What follows belongs to an exercise in optimizing a design on an open flow for small area and a short achievable clock period; a production flow would make more cautious choices.
Where RTL was checked, it was by simulation tests only, not by an equivalence proof against the original.
No activity file was given, so power comes from the tool's default toggle rates.

==> zinc: inputs <==
==> flow/design.v (excerpt) <==
module Top (
  input        iClk,
  input        iRst,
  input        iRx,
  output       oTx,
  input        iSw0,
  input        iSw1,
  input        iSw2,
  input        iSw3,
  input        iBtnC,
  input        iBtnU,
  input        iBtnD,
  input        iBtnL,
  input        iBtnR,
  input        iSr04Echo,
  output       oSr04Trig,
  input        iDht11Data,
  output       oDht11DataLow,
  output [3:0] oFndCom,
  output [7:0] oFndFont
);
  wire       wTick100Hz, wTick1us, wTick16x, wBlink;
  wire [1:0] wPhase, wFndSel;
  gen_clk u_gen_clk (
    .iClk      (iClk),
    .iRst      (iRst),
    .oTick100Hz(wTick100Hz),
    .oTick1us  (wTick1us),
    .oTick16x  (wTick16x),
    .oPhase    (wPhase),
    .oFndSel   (wFndSel),
    .oBlink    (wBlink)
  );
  wire [7:0] wRxData;
  wire       wRxValid;
  uart_rx u_uart_rx (
    .iClk    (iClk),
    .iRst    (iRst),
    .iTick16x(wTick16x),
    .iPhase  (wPhase),
    .iRx     (iRx),
    .oData   (wRxData),
    .oValid  (wRxValid)
  );
  wire [4:0] wDecBtn;
  wire [3:0] wDecTgl;
  wire       wDecClr, wReqW, wReqS, wReqT, wReqH;
  uart_ascii_decoder u_dec (
    .iRxData     (wRxData),
    .iRxValid    (wRxValid),
    .oBtnC       (wDecBtn[4]),
    .oBtnU       (wDecBtn[3]),
    .oBtnD       (wDecBtn[2]),
    .oBtnL       (wDecBtn[1]),
    .oBtnR       (wDecBtn[0]),
    .oTglSw0     (wDecTgl[0]),
    .oTglSw1     (wDecTgl[1]),
    .oTglSw2     (wDecTgl[2]),
    .oTglSw3     (wDecTgl[3]),
    .oClrSwTgl   (wDecClr),
    .oReqWatchRpt(wReqW),
    .oReqSr04Rpt (wReqS),
    .oReqTempRpt (wReqT),
    .oReqHumRpt  (wReqH)
  );
  wire [4:0] wPhysBtn;
  button_sync #(.P_BUTTON_WIDTH(5)) u_button_sync (
    .iClk       (iClk),
    .iRst       (iRst),
    .iButtonRaw ({iBtnC, iBtnU, iBtnD, iBtnL, iBtnR}),
    .oButtonEdge(wPhysBtn)
  );
  wire [3:0] wSwTgl, wSwEff;
  wire [4:0] wBtn;    
  control_unit u_control_unit (
    .iClk        (iClk),
    .iRst        (iRst),
    .iSw         ({iSw3, iSw2, iSw1, iSw0}),
    .iPhysBtn    (wPhysBtn),
    .iDecBtn     (wDecBtn),
    .iDecTglSw   (wDecTgl),
    .iDecClrSwTgl(wDecClr),
    .oSwTgl      (wSwTgl),
    .oSwEff      (wSwEff),
    .oBtn        (wBtn)
  );
  ...
==> module stopwatch, before the edit <==
module stopwatch (
  input            iClk,
  input            iRst,
  input            iTick,
  input            iRunStop,
  input            iClear,
  input            iRecordNext,
  input            iRecordPrev,
  output reg [6:0] oHour,
  output reg [6:0] oMin,
  output reg [6:0] oSec,
  output reg [6:0] oCentisec
);
  localparam [1:0] IDLE  = 2'b00;
  localparam [1:0] RUN   = 2'b01;
  localparam [1:0] STOP  = 2'b10;
  localparam [1:0] CLEAR = 2'b11;
  reg [1:0] rState;
  reg [6:0] rHour;
  reg [5:0] rMin;
  reg [5:0] rSec;
  reg [6:0] rCentisec;
  reg [5:0] rCntRow;
  reg [5:0] rCntCol;
  reg [4:0] rRdRow;
  reg [5:0] rRdCol;
  reg       rViewing;
  wire wInClear  = (rState == CLEAR);
  wire wCntFull  = rCntRow[5];                     
  wire wCntZero  = rCntRow[0] & rCntCol[0];
  wire wRdZero   = rRdRow[0] & rRdCol[0];
  wire wLapWrite = (rState == RUN) & iRunStop & ~iClear & ~wCntFull;
  wire [5:0] wRdIncCol = {rRdCol[4:0], rRdCol[5]};
  wire [5:0] wRdIncRow = rRdCol[5] ? {rRdRow, 1'b0} : {1'b0, rRdRow};
  wire       wRdLast   = (|(wRdIncRow & rCntRow)) & (|(wRdIncCol & rCntCol));
  always @(posedge iClk or posedge iRst) begin
    if (iRst) rState <= IDLE;
    else if (wInClear) begin
      if (wCntFull) rState <= IDLE;
    end
    else if (iClear)   rState <= CLEAR;
    else if (iRunStop) rState <= (rState == RUN) ? STOP : RUN;
  end
  always @(posedge iClk or posedge iRst) begin
    if (iRst) begin
      rHour     <= 7'd0;
      rMin      <= 6'd0;
      rSec      <= 6'd0;
      rCentisec <= 7'd0;
    end else if (iTick) begin
      if (rState == RUN) begin
        if (rCentisec == 7'd99) begin
          rCentisec <= 7'd0;
          if (rSec == 6'd59) begin
            rSec <= 6'd0;
            if (rMin == 6'd59) begin
              rMin  <= 6'd0;
              rHour <= (rHour == 7'd99) ? 7'd0 : rHour + 1'b1;
            end else begin
              rMin <= rMin + 1'b1;
            end
          end else begin
            rSec <= rSec + 1'b1;
          end
        end else begin
          rCentisec <= rCentisec + 1'b1;
        end
      end else if (rState != STOP) begin
        rHour     <= 7'd0;
        rMin      <= 6'd0;
        rSec      <= 6'd0;
        rCentisec <= 7'd0;
      end
    end
  end
  always @(posedge iClk or posedge iRst) begin
    if (iRst) begin
      rCntRow <= 6'b000001;
      rCntCol <= 6'b000001;
    end else if ((wInClear && wCntFull) || (!wInClear && iClear)) begin
      rCntRow <= 6'b000001;
      rCntCol <= 6'b000001;
    end else if (wInClear || wLapWrite) begin
      rCntCol <= {rCntCol[4:0], rCntCol[5]};
      if (rCntCol[5]) rCntRow <= {rCntRow[4:0], 1'b0};
    end
  end
  always @(posedge iClk or posedge iRst) begin
    if (iRst)                               rViewing <= 1'b0;
    else if (wInClear || iClear)            rViewing <= 1'b0;
    else if ((rState == RUN) || iRunStop)   rViewing <= 1'b0;
    else if (rState == STOP) begin
      if (iRecordNext) begin
        if (!rViewing && !wCntZero) rViewing <= 1'b1;
      end else if (iRecordPrev && rViewing && wRdZero) begin
        rViewing <= 1'b0;
      end
    end
  end
  always @(posedge iClk) begin
    if ((rState == STOP) && !iClear && !iRunStop) begin
      if (iRecordNext) begin
        if (!rViewing) begin
          rRdRow <= 5'b00001;
          rRdCol <= 6'b000001;
        end else if (!wRdLast) begin
          rRdCol <= wRdIncCol;
          rRdRow <= wRdIncRow[4:0];
        end
      end else if (iRecordPrev && rViewing && !wRdZero) begin
        rRdCol <= {rRdCol[0], rRdCol[5:1]};
        if (rRdCol[0]) rRdRow <= {1'b0, rRdRow[4:1]};
      end
    end
  end
  wire [25:0] wMemRData;
  stopwatch_mem u_mem (
    .iClk  (iClk),
    .iWE   (wLapWrite),
    .iWRow (rCntRow[4:0]),
    .iWCol (rCntCol),
    .iWData({rHour, rMin, rSec, rCentisec}),
    .iRRow (rRdRow),
    .iRCol (rRdCol),
    .oRData(wMemRData)
  );
  always @(*) begin
    if (wInClear) begin
      oHour     = 7'd99;
      oMin      = 7'd99;
      oSec      = 7'd99;
      oCentisec = 7'd99;
    end else if (rViewing) begin
      oHour     = wMemRData[25:19];
      oMin      = {1'b0, wMemRData[18:13]};
      oSec      = {1'b0, wMemRData[12:7]};
      oCentisec = wMemRData[6:0];
    end else begin
      oHour     = rHour;
      oMin      = {1'b0, rMin};
      oSec      = {1'b0, rSec};
      oCentisec = rCentisec;
    end
  end
endmodule
==> module stopwatch_mem, before the edit <==
module stopwatch_mem (
  input  wire        iClk,
  input  wire        iWE,
  input  wire [4:0]  iWRow,     
  input  wire [5:0]  iWCol,     
  input  wire [25:0] iWData,
  input  wire [4:0]  iRRow,     
  input  wire [5:0]  iRCol,     
  output reg  [25:0] oRData
);
  reg [25:0] rMem [0:29];
  integer i, a, b;
  always @(posedge iClk) begin
    for (i = 0; i < 30; i = i + 1)
      if (iWE && iWRow[i / 6] && iWCol[i % 6]) rMem[i] <= iWData;
  end
  reg [25:0] wRow;
  always @(*) begin
    oRData = 26'd0;
    for (a = 0; a < 5; a = a + 1) begin
      wRow = 26'd0;
      for (b = 0; b < 6; b = b + 1)
        wRow = wRow | (rMem[a * 6 + b] & {26{iRCol[b]}});
      oRData = oRData | (wRow & {26{iRRow[a]}});
    end
  end
endmodule
export LEC_CHECK = 0
export ABC_AREA = 1
export CAP_MARGIN = 0
export CORE_MARGIN = 2
export CORE_UTILIZATION = 40
export CTS_BUF_LIST = sky130_fd_sc_hd__clkbuf_16
export CTS_CLUSTER_DIAMETER = 100
export CTS_CLUSTER_SIZE = 25
export SLEW_MARGIN = 0
create_clock -name core_clock -period 70.0 [get_ports {iClk}]
standard.sh (not shown) runs the stock make flow with config.mk's settings and CLKGATE_MAP_FILE= SYNTH_SCRIPT=/design/flow/synth_recipe.tcl, a recipe that flattens the netlist after the stock synthesis.
==> flow/flow/run.sh <==
#!/bin/bash
# Layout flow:
#  1. the standard synthesis (standard.sh synth), unchanged.
#  2. Area re-mapping of the combinational logic only: the synthesized
#     netlist's flip-flops are kept as they are (same instances, names and
#     cell types); all other cells are flattened to their logic functions and
#     mapped again with ABC (flow/abc_resynth.script), avoiding the
#     platform's don't-use cells; then tie cells and pass-through buffers as
#     in ORFS synthesis.
set -euo pipefail
WD=$(pwd)
RES=$WD/orfs/results/$FLOW_PLATFORM/Top/base
LIB=$FLOW_HOME/platforms/$FLOW_PLATFORM/lib/sky130_fd_sc_hd__tt_025C_1v80.lib

bash standard.sh synth > standard_synth.log 2>&1

cp $RES/1_2_yosys.v $WD/standard_synth_netlist.v
DONT_USE=$(sed -n '/^export DONT_USE_CELLS += \\/,/^#/p' $FLOW_HOME/platforms/$FLOW_PLATFORM/config.mk \
  | grep -o 'sky130_fd_sc_hd__[a-z0-9_]*' | sed 's/^/-dont_use /' | tr '\n' ' ')
cat > $WD/resynth.ys <<EOT
read_liberty -ignore_miss_func $LIB
blackbox sky130_fd_sc_hd__df* sky130_fd_sc_hd__edf* sky130_fd_sc_hd__sdf* sky130_fd_sc_hd__sedf* sky130_fd_sc_hd__dl* sky130_fd_sc_hd__sdl*
read_verilog $WD/standard_synth_netlist.v
hierarchy -top $FLOW_TOP
flatten
opt_clean
abc -liberty $LIB -script $WD/flow/abc_resynth.script $DONT_USE
opt_clean -purge
setundef -zero
hilomap -singleton -hicell sky130_fd_sc_hd__conb_1 HI -locell sky130_fd_sc_hd__conb_1 LO
splitnets
opt_clean -purge
insbuf -buf sky130_fd_sc_hd__buf_4 A X
stat -liberty $LIB
write_verilog -noattr -noexpr -nohex -nodec $WD/resynth_netlist.v
EOT
yosys -l $WD/resynth.log -q $WD/resynth.ys > /dev/null 2>&1
cp $WD/resynth_netlist.v $RES/1_2_yosys.v
touch $RES/1_2_yosys.v

bash standard.sh SETUP_SLACK_MARGIN=41 finish > standard.log 2>&1
==> flow/flow/abc_resynth.script <==
strash
&get -n
&fraig -x
&put
scorr
dc2
strash
&get -n
&dch -f
&nf
&put
strash
&get -n
&dch -f
&nf
&put
==> inputs of willow, as changes to zinc <==
--- a/flow/design.v
+++ b/flow/design.v
@@ -459,21 +459,14 @@
   reg [5:0] rSec;
   reg [6:0] rCentisec;
-  reg [5:0] rCntRow;
-  reg [5:0] rCntCol;
-  reg [4:0] rRdRow;
-  reg [5:0] rRdCol;
+  reg [4:0] rCount;      
+  reg [4:0] rRdAddr;     
   reg       rViewing;
   wire wInClear  = (rState == CLEAR);
-  wire wCntFull  = rCntRow[5];                     
-  wire wCntZero  = rCntRow[0] & rCntCol[0];
-  wire wRdZero   = rRdRow[0] & rRdCol[0];
-  wire wLapWrite = (rState == RUN) & iRunStop & ~iClear & ~wCntFull;
-  wire [5:0] wRdIncCol = {rRdCol[4:0], rRdCol[5]};
-  wire [5:0] wRdIncRow = rRdCol[5] ? {rRdRow, 1'b0} : {1'b0, rRdRow};
-  wire       wRdLast   = (|(wRdIncRow & rCntRow)) & (|(wRdIncCol & rCntCol));
+  wire wClearEnd = (rRdAddr == 5'd30);
+  wire wLapWrite = (rState == RUN) & iRunStop & ~iClear & (rCount != 5'd30);
   always @(posedge iClk or posedge iRst) begin
     if (iRst) rState <= IDLE;
     else if (wInClear) begin
-      if (wCntFull) rState <= IDLE;
+      if (wClearEnd) rState <= IDLE;
     end
     else if (iClear)   rState <= CLEAR;
@@ -513,14 +506,7 @@
   end
   always @(posedge iClk or posedge iRst) begin
-    if (iRst) begin
-      rCntRow <= 6'b000001;
-      rCntCol <= 6'b000001;
-    end else if ((wInClear && wCntFull) || (!wInClear && iClear)) begin
-      rCntRow <= 6'b000001;
-      rCntCol <= 6'b000001;
-    end else if (wInClear || wLapWrite) begin
-      rCntCol <= {rCntCol[4:0], rCntCol[5]};
-      if (rCntCol[5]) rCntRow <= {rCntRow[4:0], 1'b0};
-    end
+    if (iRst)                     rCount <= 5'd0;
+    else if (wInClear || iClear)  rCount <= 5'd0;
+    else if (wLapWrite)           rCount <= rCount + 1'b1;
   end
   always @(posedge iClk or posedge iRst) begin
@@ -530,6 +516,6 @@
     else if (rState == STOP) begin
       if (iRecordNext) begin
-        if (!rViewing && !wCntZero) rViewing <= 1'b1;
-      end else if (iRecordPrev && rViewing && wRdZero) begin
+        if (!rViewing && (rCount != 5'd0)) rViewing <= 1'b1;
+      end else if (iRecordPrev && rViewing && (rRdAddr == 5'd0)) begin
         rViewing <= 1'b0;
       end
@@ -537,16 +523,12 @@
   end
   always @(posedge iClk) begin
-    if ((rState == STOP) && !iClear && !iRunStop) begin
+    if (wInClear)        rRdAddr <= rRdAddr + 1'b1;
+    else if (iClear)     rRdAddr <= 5'd0;
+    else if ((rState == STOP) && !iRunStop) begin
       if (iRecordNext) begin
-        if (!rViewing) begin
-          rRdRow <= 5'b00001;
-          rRdCol <= 6'b000001;
-        end else if (!wRdLast) begin
-          rRdCol <= wRdIncCol;
-          rRdRow <= wRdIncRow[4:0];
-        end
-      end else if (iRecordPrev && rViewing && !wRdZero) begin
-        rRdCol <= {rRdCol[0], rRdCol[5:1]};
-        if (rRdCol[0]) rRdRow <= {1'b0, rRdRow[4:1]};
+        if (!rViewing)                             rRdAddr <= 5'd0;
+        else if (rRdAddr + 1'b1 != rCount)         rRdAddr <= rRdAddr + 1'b1;
+      end else if (iRecordPrev && rViewing && (rRdAddr != 5'd0)) begin
+        rRdAddr <= rRdAddr - 1'b1;
       end
     end
@@ -556,9 +538,7 @@
     .iClk  (iClk),
     .iWE   (wLapWrite),
-    .iWRow (rCntRow[4:0]),
-    .iWCol (rCntCol),
+    .iWAddr(rCount),
     .iWData({rHour, rMin, rSec, rCentisec}),
-    .iRRow (rRdRow),
-    .iRCol (rRdCol),
+    .iRAddr(rRdAddr),
     .oRData(wMemRData)
   );
@@ -586,26 +566,18 @@
   input  wire        iClk,
   input  wire        iWE,
-  input  wire [4:0]  iWRow,     
-  input  wire [5:0]  iWCol,     
+  input  wire [4:0]  iWAddr,
   input  wire [25:0] iWData,
-  input  wire [4:0]  iRRow,     
-  input  wire [5:0]  iRCol,     
+  input  wire [4:0]  iRAddr,
   output reg  [25:0] oRData
 );
   reg [25:0] rMem [0:29];
-  integer i, a, b;
   always @(posedge iClk) begin
-    for (i = 0; i < 30; i = i + 1)
-      if (iWE && iWRow[i / 6] && iWCol[i % 6]) rMem[i] <= iWData;
+    if (iWE) rMem[iWAddr] <= iWData;
   end
-  reg [25:0] wRow;
+  integer i;
   always @(*) begin
     oRData = 26'd0;
-    for (a = 0; a < 5; a = a + 1) begin
-      wRow = 26'd0;
-      for (b = 0; b < 6; b = b + 1)
-        wRow = wRow | (rMem[a * 6 + b] & {26{iRCol[b]}});
-      oRData = oRData | (wRow & {26{iRRow[a]}});
-    end
+    for (i = 0; i < 30; i = i + 1)
+      oRData = oRData | (rMem[i] & {26{iRAddr == i}});
   end
 endmodule
==> flow/run.sh (new file) <==
#!/bin/bash
# synth_recipe.tcl (not shown) runs the flow's synth.tcl, then flattens the netlist and writes it again
# the make line also repeats each setting of config.mk as NAME=value (left out here)
make -C /OpenROAD-flow-scripts/flow DESIGN_CONFIG=/design/flow/config.mk WORK_HOME=/design/flow/orfs CLKGATE_MAP_FILE= SYNTH_SCRIPT=/design/flow/synth_recipe.tcl finish
- CAP_MARGIN: 0 -> 20
- CTS_BUF_LIST: sky130_fd_sc_hd__clkbuf_16 -> default
- CTS_CLUSTER_DIAMETER: 100 -> default
- CTS_CLUSTER_SIZE: 25 -> default
- SLEW_MARGIN: 0 -> 20
removed: flow/flow/run.sh
removed: flow/flow/abc_resynth.script
removed: flow/standard.sh
==> inputs of pepper, as changes to zinc <==
==> flow/flow/run.sh (replaced) <==
#!/bin/bash
set -euo pipefail
bash standard.sh SETUP_SLACK_MARGIN=41 finish > standard.log 2>&1
- CAP_MARGIN: 0 -> 20
- SLEW_MARGIN: 0 -> 20
removed: flow/flow/abc_resynth.script
==> flow_metrics.py <==
metrics = {
    "status": {
        "status": "timing/DRC/antenna clean",
    },
    "placed_design": {
        "post-place-cells": 6576,
        "place_area_sq_um": 57000,
        "place_ws_ns": 39.18,
    },
    "final_layout": {
        "buf_share_pct": 1.93,
        "multi_input_comb_area_sq_um": 16700,
        "clock_buffer_count": 56,
        "sh_seq_area_pct": 60.2,
        "drive_gt1_share_pct": 7.02,
        "most-common-layout-cells": "edfxtp_1 (1032), nand2_1 (965), inv_1 (444)",
        "clk_share_pct": 2.86,
    },
    "sta": {
        "period_minus_slack_ns": 29.31,
    },
    "worst_setup_path": {
        "crit_fanout": 6,
        "cp_slowest_cell": "a21oi_4",
    },
    "pwr": {
        "vdd_drop_max_mv": 0.0223,
    },
    "clock_network": {
        "path_clk_slew_ns": 0.10,
    },
    "yosys": {
        "netlist_area_sq_um": 54200,
    },
}
[end of results for pepper]
==> flow_metrics.py <==
metrics = {
    "sta": {
        "period_minus_slack_ns": 29.36,
    },
    "final_layout": {
        "clk_share_pct": 2.96,
        "buf_share_pct": 2.02,
        "drive_gt1_share_pct": 7.38,
        "clock_buffer_count": 55,
    },
    "placed_design": {
        "place_ws_ns": 38.86,
        "place_area_sq_um": 52700,
    },
    "clock_network": {
        "path_clk_slew_ns": 0.09,
    },
    "worst_setup_path": {
        "cp_slowest_cell": "o31a_1",
    },
    "yosys": {
        "netlist_area_sq_um": 49700,
    },
    "status": {
        "status": "timing/DRC/antenna clean",
    },
}
[end of results for zinc]
==> flow_metrics.py <==
metrics = {
    "status": {
        "status": "timing/DRC/antenna clean",
    },
    "placed_design": {
        "place_ws_ns": 39.11,
        "post-place-cells": 6637,
        "place_area_sq_um": 56800,
    },
    "final_layout": {
        "multi_input_comb_area_sq_um": 16600,
        "sh_seq_area_pct": 57.8,
        "buf_share_pct": 1.64,
        "clk_share_pct": 6.58,
        "drive_gt1_share_pct": 8.75,
    },
    "worst_setup_path": {
        "cp_slowest_cell": "xnor2_1",
    },
    "pwr": {
        "vdd_drop_max_mv": 0.0256,
    },
    "sta": {
        "period_minus_slack_ns": 30.93,
    },
    "yosys": {
        "netlist_area_sq_um": 54000,
    },
}
[end of results for willow]
No functional check of the RTL was part of willow.

-- static timing again, ports no longer ideal --
In the flow no input, the clock included, has a driving cell. The finished layouts below were timed again as built, in two steps.
Step 1 sets driving cells, clkbuf_16 on the clock port and buf_2 on the other inputs (assumed; they add their load-dependent delay and slew).
Step 2 times the ports against the registers' clock, not the clock port: input delays grow and output delays shrink by t, the midpoint of the rising clock arrivals with the driver on.
a / b / c = ideal / step 1 / step 2; a / b = the first two.
| run | t, ns | setup WS [ns] | hold slack, ns | worst data-port slew with drivers (ns) |
|---|---|---|---|---|
| zinc | 0.735 | 40.641 / 40.593 / 40.593 | 0.360 / 0.360 / 0.360 | 0.08 |
| willow | 0.815 | 39.070 / 39.048 / 39.048 | 0.306 / 0.306 / 0.306 | 0.04 |
| pepper | 0.744 | 40.694 / 40.651 / 40.651 | 0.324 / 0.324 / 0.324 | 0.09 |
After both steps every run listed still meets setup and hold. For zinc, which loses most, drivers alone change the setup slack by -0.048 ns; drivers and shift together by -0.048 ns.
